Context: an optimization exercise on an open-source flow, tuned for small area and a short achievable clock period. The choices shown serve that exercise and are no tape-out recipe. Function was checked by simulation only, so behaviour that the tests miss may differ from the original. No activity file was given, so power comes from the tool's default toggle rates.

==> exp/raven: inputs <==
==> flow/design.v <==
module fir_16tap (
	input  wire               clk,
	input  wire               rst,
	input  wire signed [15:0] xin,
	output wire signed [35:0] yout
);
reg  [15:0] d [1:14];            
reg  [15:0] m;                   
reg  [22:0] y;
reg  [22:0] v;
reg  [3:0]  cnt;                 
wire        mv = &cnt[3:1];      
wire [15:0] mn = mv ? {~d[14][15], d[14][14:0]} : 16'h8000;
wire [15:0] xf = {~xin[15], xin[14:0]};
wire [22:0] y_n, v_n;
wire [22:0] p = {y[21:0], 1'b0} ^ v;    
wire [22:0] g = {y[21:0], 1'b0} & v;
fir_v u_v (.y(y), .m(m), .mn(mn), .s(v_n));
fir_y u_y (.p(p), .g(g), .xf(xf), .s(y_n));
integer k;
always @(posedge clk) begin
	d[1] <= xin;
	for (k = 2; k <= 14; k = k + 1)
		d[k] <= d[k-1];
end
always @(posedge clk) begin
	if (rst) begin
		cnt <= 4'd0;
		m   <= 16'h8000;
		y   <= 23'd0;
		v   <= 23'h7f8000;
	end else begin
		if (!(&cnt))
			cnt <= cnt + 4'd1;
		m   <= mn;
		y   <= y_n;
		v   <= v_n;
	end
end
assign yout = {{13{y[22]}}, y};
endmodule
module fir_v (
	input  wire [22:0] y,
	input  wire [15:0] m,
	input  wire [15:0] mn,
	output wire [22:0] s
);
wire s1 = ~m[1] ^ ~y[1] ^ 1'b1;
wire c2 = (~m[1] & ~y[1]) | (~m[1] & 1'b1) | (~y[1] & 1'b1);
wire s3 = m[0] ^ ~m[4] ^ ~y[4];
wire c4 = (m[0] & ~m[4]) | (m[0] & ~y[4]) | (~m[4] & ~y[4]);
wire s5 = m[1] ^ ~m[5] ^ ~y[5];
wire c6 = (m[1] & ~m[5]) | (m[1] & ~y[5]) | (~m[5] & ~y[5]);
wire s7 = m[2] ^ ~m[6] ^ ~y[6];
wire c8 = (m[2] & ~m[6]) | (m[2] & ~y[6]) | (~m[6] & ~y[6]);
wire s9 = m[3] ^ ~m[7] ^ ~y[7];
wire c10 = (m[3] & ~m[7]) | (m[3] & ~y[7]) | (~m[7] & ~y[7]);
wire s11 = m[4] ^ ~m[8] ^ ~y[8];
wire c12 = (m[4] & ~m[8]) | (m[4] & ~y[8]) | (~m[8] & ~y[8]);
wire s13 = m[5] ^ ~m[9] ^ ~y[9];
wire c14 = (m[5] & ~m[9]) | (m[5] & ~y[9]) | (~m[9] & ~y[9]);
wire s15 = m[6] ^ ~m[10] ^ ~y[10];
wire c16 = (m[6] & ~m[10]) | (m[6] & ~y[10]) | (~m[10] & ~y[10]);
wire s17 = m[7] ^ ~m[11] ^ ~y[11];
wire c18 = (m[7] & ~m[11]) | (m[7] & ~y[11]) | (~m[11] & ~y[11]);
wire s19 = m[8] ^ ~m[12] ^ ~y[12];
wire c20 = (m[8] & ~m[12]) | (m[8] & ~y[12]) | (~m[12] & ~y[12]);
wire s21 = m[9] ^ ~m[13] ^ ~y[13];
wire c22 = (m[9] & ~m[13]) | (m[9] & ~y[13]) | (~m[13] & ~y[13]);
wire s23 = m[10] ^ ~m[14] ^ ~y[14];
wire c24 = (m[10] & ~m[14]) | (m[10] & ~y[14]) | (~m[14] & ~y[14]);
wire s25 = m[11] ^ ~m[15] ^ ~y[15];
wire c26 = (m[11] & ~m[15]) | (m[11] & ~y[15]) | (~m[15] & ~y[15]);
wire s27 = m[12] ^ ~y[16] ^ ~mn[12];
wire c28 = (m[12] & ~y[16]) | (m[12] & ~mn[12]) | (~y[16] & ~mn[12]);
wire s29 = m[13] ^ ~y[17] ^ ~mn[13];
wire c30 = (m[13] & ~y[17]) | (m[13] & ~mn[13]) | (~y[17] & ~mn[13]);
wire s31 = m[14] ^ ~y[18] ^ ~mn[14];
wire c32 = (m[14] & ~y[18]) | (m[14] & ~mn[14]) | (~y[18] & ~mn[14]);
wire s33 = m[15] ^ ~y[19] ^ ~mn[15];
wire c34 = (m[15] & ~y[19]) | (m[15] & ~mn[15]) | (~y[19] & ~mn[15]);
wire s35 = c2 ^ ~m[2] ^ ~y[2];
wire c36 = (c2 & ~m[2]) | (c2 & ~y[2]) | (~m[2] & ~y[2]);
wire s37 = s3 ^ ~mn[0] ^ 1'b1;
wire c38 = (s3 & ~mn[0]) | (s3 & 1'b1) | (~mn[0] & 1'b1);
wire s39 = c4 ^ s5 ^ ~mn[1];
wire c40 = (c4 & s5) | (c4 & ~mn[1]) | (s5 & ~mn[1]);
wire s41 = c6 ^ s7 ^ ~mn[2];
wire c42 = (c6 & s7) | (c6 & ~mn[2]) | (s7 & ~mn[2]);
wire s43 = c8 ^ s9 ^ ~mn[3];
wire c44 = (c8 & s9) | (c8 & ~mn[3]) | (s9 & ~mn[3]);
wire s45 = c10 ^ s11 ^ ~mn[4];
wire c46 = (c10 & s11) | (c10 & ~mn[4]) | (s11 & ~mn[4]);
wire s47 = c12 ^ s13 ^ ~mn[5];
wire c48 = (c12 & s13) | (c12 & ~mn[5]) | (s13 & ~mn[5]);
wire s49 = c14 ^ s15 ^ ~mn[6];
wire c50 = (c14 & s15) | (c14 & ~mn[6]) | (s15 & ~mn[6]);
wire s51 = c16 ^ s17 ^ ~mn[7];
wire c52 = (c16 & s17) | (c16 & ~mn[7]) | (s17 & ~mn[7]);
wire s53 = c18 ^ s19 ^ ~mn[8];
wire c54 = (c18 & s19) | (c18 & ~mn[8]) | (s19 & ~mn[8]);
wire s55 = c20 ^ s21 ^ ~mn[9];
wire c56 = (c20 & s21) | (c20 & ~mn[9]) | (s21 & ~mn[9]);
wire s57 = c22 ^ s23 ^ ~mn[10];
wire c58 = (c22 & s23) | (c22 & ~mn[10]) | (s23 & ~mn[10]);
wire s59 = c24 ^ s25 ^ ~mn[11];
wire c60 = (c24 & s25) | (c24 & ~mn[11]) | (s25 & ~mn[11]);
wire s61 = c26 ^ s27 ^ 1'b1;
wire c62 = (c26 & s27) | (c26 & 1'b1) | (s27 & 1'b1);
wire s63 = c28 ^ s29 ^ 1'b1;
wire c64 = (c28 & s29) | (c28 & 1'b1) | (s29 & 1'b1);
wire s65 = c30 ^ s31 ^ 1'b1;
wire c66 = (c30 & s31) | (c30 & 1'b1) | (s31 & 1'b1);
wire s67 = c32 ^ s33 ^ 1'b1;
wire c68 = (c32 & s33) | (c32 & 1'b1) | (s33 & 1'b1);
wire s69 = c36 ^ ~m[3] ^ ~y[3];
wire c70 = (c36 & ~m[3]) | (c36 & ~y[3]) | (~m[3] & ~y[3]);
wire s71 = c68 ^ c34 ^ ~y[20];
wire c72 = (c68 & c34) | (c68 & ~y[20]) | (c34 & ~y[20]);
wire s73 = c72 ^ ~y[21] ^ 1'b1;
wire c74 = (c72 & ~y[21]) | (c72 & 1'b1) | (~y[21] & 1'b1);
wire s75 = c74 ^ ~y[22] ^ 1'b1;
wire vp76 = ~m[0] ^ ~y[0];
wire vg77 = ~m[0] & ~y[0];
wire vp78 = c70 ^ s37;
wire vg79 = c70 & s37;
wire vp80 = c38 ^ s39;
wire vg81 = c38 & s39;
wire vp82 = c40 ^ s41;
wire vg83 = c40 & s41;
wire vp84 = c42 ^ s43;
wire vg85 = c42 & s43;
wire vp86 = c44 ^ s45;
wire vg87 = c44 & s45;
wire vp88 = c46 ^ s47;
wire vg89 = c46 & s47;
wire vp90 = c48 ^ s49;
wire vg91 = c48 & s49;
wire vp92 = c50 ^ s51;
wire vg93 = c50 & s51;
wire vp94 = c52 ^ s53;
wire vg95 = c52 & s53;
wire vp96 = c54 ^ s55;
wire vg97 = c54 & s55;
wire vp98 = c56 ^ s57;
wire vg99 = c56 & s57;
wire vp100 = c58 ^ s59;
wire vg101 = c58 & s59;
wire vp102 = c60 ^ s61;
wire vg103 = c60 & s61;
wire vp104 = c62 ^ s63;
wire vg105 = c62 & s63;
wire vp106 = c64 ^ s65;
wire vg107 = c64 & s65;
wire vp108 = c66 ^ s67;
wire vg109 = c66 & s67;
wire [22:0] vsum110 = {s75,s73,s71,c66,c64,c62,c60,c58,c56,c54,c52,c50,c48,c46,c44,c42,c40,c38,c70,s69,s35,s1,~m[0]} + {1'b0,1'b0,1'b0,s67,s65,s63,s61,s59,s57,s55,s53,s51,s49,s47,s45,s43,s41,s39,s37,1'b0,1'b0,1'b0,~y[0]};
assign s = {vsum110[22],vsum110[21],vsum110[20],vsum110[19],vsum110[18],vsum110[17],vsum110[16],vsum110[15],vsum110[14],vsum110[13],vsum110[12],vsum110[11],vsum110[10],vsum110[9],vsum110[8],vsum110[7],vsum110[6],vsum110[5],vsum110[4],vsum110[3],vsum110[2],vsum110[1],vsum110[0]};
endmodule
module fir_y (
	input  wire [22:0] p,
	input  wire [22:0] g,
	input  wire [15:0] xf,
	output wire [22:0] s
);
wire q1 = p[0] ^ xf[0];
wire k2 = g[0] | (p[0] & xf[0]);
wire q3 = p[1] ^ xf[1];
wire k4 = g[1] | (p[1] & xf[1]);
wire q5 = p[2] ^ xf[2];
wire k6 = g[2] | (p[2] & xf[2]);
wire q7 = p[3] ^ xf[3];
wire k8 = g[3] | (p[3] & xf[3]);
wire q9 = p[4] ^ xf[4];
wire k10 = g[4] | (p[4] & xf[4]);
wire q11 = p[5] ^ xf[5];
wire k12 = g[5] | (p[5] & xf[5]);
wire q13 = p[6] ^ xf[6];
wire k14 = g[6] | (p[6] & xf[6]);
wire q15 = p[7] ^ xf[7];
wire k16 = g[7] | (p[7] & xf[7]);
wire q17 = p[8] ^ xf[8];
wire k18 = g[8] | (p[8] & xf[8]);
wire q19 = p[9] ^ xf[9];
wire k20 = g[9] | (p[9] & xf[9]);
wire q21 = p[10] ^ xf[10];
wire k22 = g[10] | (p[10] & xf[10]);
wire q23 = p[11] ^ xf[11];
wire k24 = g[11] | (p[11] & xf[11]);
wire q25 = p[12] ^ xf[12];
wire k26 = g[12] | (p[12] & xf[12]);
wire q27 = p[13] ^ xf[13];
wire k28 = g[13] | (p[13] & xf[13]);
wire q29 = p[14] ^ xf[14];
wire k30 = g[14] | (p[14] & xf[14]);
wire q31 = p[15] ^ xf[15];
wire k32 = g[15] | (p[15] & xf[15]);
wire yp33 = k2 ^ q3;
wire yg34 = k2 & q3;
wire yp35 = k4 ^ q5;
wire yg36 = k4 & q5;
wire yp37 = k6 ^ q7;
wire yg38 = k6 & q7;
wire yp39 = k8 ^ q9;
wire yg40 = k8 & q9;
wire yp41 = k10 ^ q11;
wire yg42 = k10 & q11;
wire yp43 = k12 ^ q13;
wire yg44 = k12 & q13;
wire yp45 = k14 ^ q15;
wire yg46 = k14 & q15;
wire yp47 = k16 ^ q17;
wire yg48 = k16 & q17;
wire yp49 = k18 ^ q19;
wire yg50 = k18 & q19;
wire yp51 = k20 ^ q21;
wire yg52 = k20 & q21;
wire yp53 = k22 ^ q23;
wire yg54 = k22 & q23;
wire yp55 = k24 ^ q25;
wire yg56 = k24 & q25;
wire yp57 = k26 ^ q27;
wire yg58 = k26 & q27;
wire yp59 = k28 ^ q29;
wire yg60 = k28 & q29;
wire yp61 = k30 ^ q31;
wire yg62 = k30 & q31;
wire yp63 = k32 ^ p[16];
wire yg64 = k32 & p[16];
wire yp65 = g[16] ^ p[17];
wire yg66 = g[16] & p[17];
wire yp67 = g[17] ^ p[18];
wire yg68 = g[17] & p[18];
wire yp69 = g[18] ^ p[19];
wire yg70 = g[18] & p[19];
wire yp71 = g[19] ^ p[20];
wire yg72 = g[19] & p[20];
wire yp73 = g[20] ^ p[21];
wire yg74 = g[20] & p[21];
wire yp75 = g[21] ^ p[22];
wire yg76 = g[21] & p[22];
wire [22:0] ysum77 = {g[21],g[20],g[19],g[18],g[17],g[16],k32,k30,k28,k26,k24,k22,k20,k18,k16,k14,k12,k10,k8,k6,k4,k2,q1} + {p[22],p[21],p[20],p[19],p[18],p[17],p[16],q31,q29,q27,q25,q23,q21,q19,q17,q15,q13,q11,q9,q7,q5,q3,1'b0};
assign s = {ysum77[22],ysum77[21],ysum77[20],ysum77[19],ysum77[18],ysum77[17],ysum77[16],ysum77[15],ysum77[14],ysum77[13],ysum77[12],ysum77[11],ysum77[10],ysum77[9],ysum77[8],ysum77[7],ysum77[6],ysum77[5],ysum77[4],ysum77[3],ysum77[2],ysum77[1],ysum77[0]};
endmodule
==> flow/flow/run.sh <==
#!/bin/bash
# The standard layout, with:
# - ORFS synthesis run through flow/my_synth.tcl, which is synth_recipe.tcl
#   with Yosys's abc pass given flow/abc.script and the full-adder
#   extraction limited to full adders in module fir_v;
# - a tighter setup target for timing repair;
# - small port buffers;
# - a clock tree of small buffers without dummy loads.
# make's output goes to make.log.
set -euo pipefail
export MY_ABC_SCRIPT="$PWD/flow/abc.script"
export MY_EXTRACT_FA="-fa fir_v"
bash standard.sh \
  "SYNTH_SCRIPT=$PWD/flow/my_synth.tcl" \
  SETUP_SLACK_MARGIN=8.45 \
  "BUFFER_PORTS_ARGS=-buffer_cell sky130_fd_sc_hd__buf_2" \
  "CTS_ARGS=-sink_clustering_enable -repair_clock_nets -dont_use_dummy_load -buf_list {sky130_fd_sc_hd__clkbuf_8} -sink_clustering_size 20 -sink_clustering_max_diameter 50" \
  finish > make.log 2>&1
==> flow/flow/abc.script <==
&get -n
&st
&dch
&nf -R 1000
&put
topo
stime -c
==> flow/flow/my_synth.tcl <==
proc synth {args} { yosys synth -nofsm -noshare {*}$args }
proc abc {args} {
  set i [lsearch -exact $args -script]
  if {$i >= 0 && [info exists ::env(MY_ABC_SCRIPT)]} { lset args [expr {$i + 1}] $::env(MY_ABC_SCRIPT) }
  yosys abc {*}$args
}
proc extract_fa {args} {
  if {[info exists ::env(MY_EXTRACT_FA)]} { set args $::env(MY_EXTRACT_FA) }
  yosys extract_fa {*}$args
}
source $::env(SCRIPTS_DIR)/synth.tcl
# left out here: clear keep_hierarchy, flatten, clean up, hide names made inside functions, write 1_2_yosys.v
==> flow/standard.sh <==
#!/bin/bash
# synth_recipe.tcl (not shown) runs the flow's synth.tcl, then flattens the netlist and writes it again
# the make line also repeats each setting of config.mk as NAME=value (left out here)
make -C /OpenROAD-flow-scripts/flow DESIGN_CONFIG=/design/flow/config.mk WORK_HOME=/design/flow/orfs CLKGATE_MAP_FILE= SYNTH_SCRIPT=/design/flow/synth_recipe.tcl "${@:-finish}"
==> flow/config.mk <==
export PLATFORM = sky130hd
export DESIGN_NAME = fir_16tap
export DESIGN_NICKNAME = fir_16tap
export VERILOG_FILES = /design/flow/design.v
export SDC_FILE = /design/flow/constraint.sdc
export NUM_CORES = 4
export LEC_CHECK = 0
export CAP_MARGIN = 20
export CORE_MARGIN = 2
export CORE_UTILIZATION = 60
export SLEW_MARGIN = 20
export SYNTH_HIERARCHICAL = 1
==> flow/constraint.sdc <==
create_clock -name core_clock -period 12.5 [get_ports {clk}]
set_input_delay 2.5000 -clock core_clock [delete_from_list [all_inputs] [get_ports {clk}]]
set_output_delay 2.5000 -clock core_clock [all_outputs]
set_load 0.01 [all_outputs]
==> inputs of exp/ember, as changes to exp/raven <==
--- a/flow/flow/run.sh
+++ b/flow/flow/run.sh
@@ -12,7 +12,7 @@
 export MY_EXTRACT_FA="-fa fir_v"
 bash standard.sh \
   "SYNTH_SCRIPT=$PWD/flow/my_synth.tcl" \
-  SETUP_SLACK_MARGIN=8.45 \
+  SETUP_SLACK_MARGIN=8.0 \
   "BUFFER_PORTS_ARGS=-buffer_cell sky130_fd_sc_hd__buf_2" \
   "CTS_ARGS=-sink_clustering_enable -repair_clock_nets -dont_use_dummy_load -buf_list {sky130_fd_sc_hd__clkbuf_8} -sink_clustering_size 20 -sink_clustering_max_diameter 50" \
   finish > make.log 2>&1
==> flow/flow/abc.script (replaced) <==
&get -n
&st
&dch
&nf -R 1000
&put
buffer -c
topo
stime -c
upsize -c
dnsize -c
--- a/flow/config.mk
+++ b/flow/config.mk
@@ -7,6 +7,6 @@
 export LEC_CHECK = 0
 export CAP_MARGIN = 20
 export CORE_MARGIN = 2
-export CORE_UTILIZATION = 60
+export CORE_UTILIZATION = 65
 export SLEW_MARGIN = 20
 export SYNTH_HIERARCHICAL = 1
==> inputs of exp/onyx, as changes to exp/raven <==
--- a/flow/flow/run.sh
+++ b/flow/flow/run.sh
@@ -12,7 +12,7 @@
 export MY_EXTRACT_FA="-fa fir_v"
 bash standard.sh \
   "SYNTH_SCRIPT=$PWD/flow/my_synth.tcl" \
-  SETUP_SLACK_MARGIN=8.45 \
+  SETUP_SLACK_MARGIN=8.4 \
   "BUFFER_PORTS_ARGS=-buffer_cell sky130_fd_sc_hd__buf_2" \
   "CTS_ARGS=-sink_clustering_enable -repair_clock_nets -dont_use_dummy_load -buf_list {sky130_fd_sc_hd__clkbuf_8} -sink_clustering_size 20 -sink_clustering_max_diameter 50" \
   finish > make.log 2>&1
--- a/flow/config.mk
+++ b/flow/config.mk
@@ -7,6 +7,6 @@
 export LEC_CHECK = 0
 export CAP_MARGIN = 20
 export CORE_MARGIN = 2
-export CORE_UTILIZATION = 60
+export CORE_UTILIZATION = 55
 export SLEW_MARGIN = 20
 export SYNTH_HIERARCHICAL = 1
==> notes <==
Clock power: exp/ember is larger than exp/raven (about 3%). Via count, highest first: exp/onyx, exp/raven, exp/ember. Clock-buffer cell count: exp/raven is lower than exp/ember (1). Between exp/raven and exp/ember, the lower synthesized cell count is in exp/raven (gap about 0.9%, measured against exp/ember). Clock skew, lowest first: exp/ember, exp/onyx, exp/raven. In exp/ember the final cell count is smaller than in exp/onyx, by about 3.3%. Sequential share of layout area: exp/raven < exp/onyx < exp/ember. In maximum frequency, exp/onyx and exp/ember hardly differ. exp/ember passed the timing, design-rule and antenna checks. exp/raven passed the timing, design-rule and antenna checks. exp/onyx produced a clean layout. The highest die area belongs to exp/onyx, the lowest to exp/ember. Sequential cell count is the same in exp/ember and exp/raven.
==> figures <==
quantity                                                                                     exp/raven                  exp/onyx                 exp/ember
Internal power summed over all cells                                                           1.90 mW                   1.89 mW                   1.90 mW
Maximum resistive drop on vdd                                                               0.000183 V                0.000122 V                0.000170 V
Hold path endpoint                                                                            d[10][3]                  d[7][15]                  d[9][10]
Number of buffers and inverters on the critical path                                                 2                         1                         1
Critical-path cell with the highest stage delay                               sky130_fd_sc_hd__o21ai_2  sky130_fd_sc_hd__o41ai_2  sky130_fd_sc_hd__a21oi_1
Worst hold slack across all endpoints                                                         0.262 ns                  0.297 ns                  0.278 ns
Worst setup endpoint                                                                             y[22]                     y[19]                     y[16]
Post-synthesis average cell area                                                              10.8 µm²                  10.8 µm²                  11.1 µm²
Wire length on met1                                                                            8240 µm                   8110 µm                   8340 µm
Part of the total power dissipated in combinational logic                                        52.1%                     51.8%                     51.6%
Clkbuf count                                                                                        24                        24                        25
Final WL                                                                                     17,900 µm                 17,500 µm                 17,200 µm
Status                                                                         complete, no violations   complete, no violations   complete, no violations
Avg Vias per Cell                                                                                 4.94                      4.95                      5.06
Compound-cell area share of the yosys netlist                                                    6.65%                     6.65%                     7.18%
Tmin final                                                                                     4.06 ns                   4.03 ns                   4.02 ns
Number of iterations in the first detailed-routing pass                                              4                         5                         4
Reg-to-Reg End                                                                                   v[19]                     v[22]                     v[22]
Cell area after synthesis                                                                     9650 µm²                  9650 µm²                  9940 µm²
Number of design-rule violations left by the first detailed-router iteration                       268                       315                       226
Arrival time of the worst setup path                                                           4.41 ns                   4.38 ns                   4.42 ns
Clk. pwr                                                                                      0.433 mW                  0.434 mW                  0.444 mW

-- separate check: timing with driven ports --
In the flow no input, the clock included, has a driving cell. The finished layouts below were timed again as built, in two steps.
Step 1, drivers: a clkbuf_16 drives clk and a buf_2 each remaining input, both assumed.
Step 2 times the ports against the registers' clock, not the clock port: input delays grow and output delays shrink by t, the midpoint of the rising clock arrivals with the driver on.
Three values: no drivers, after step 1, after step 2; two values: the first two.
| run | shift t [ns] | slack for setup (ns) | hold slack, ns | latest minus earliest clock arrival (ns) |
|---|---|---|---|---|
| exp/raven | 0.549 | 8.437 / 8.454 / 7.905 | 0.262 / 0.262 / 0.262 | 0.076 / 0.076 |
| exp/ember | 0.572 | 8.478 / 8.491 / 7.920 | 0.278 / 0.278 / 0.278 | 0.056 / 0.057 |
| exp/onyx | 0.564 | 8.472 / 8.491 / 7.927 | 0.297 / 0.297 / 0.297 | 0.070 / 0.071 |
After both steps every run listed still meets setup and hold. For exp/ember, which loses most, drivers alone change the setup slack by +0.013 ns; drivers and shift together by -0.558 ns.
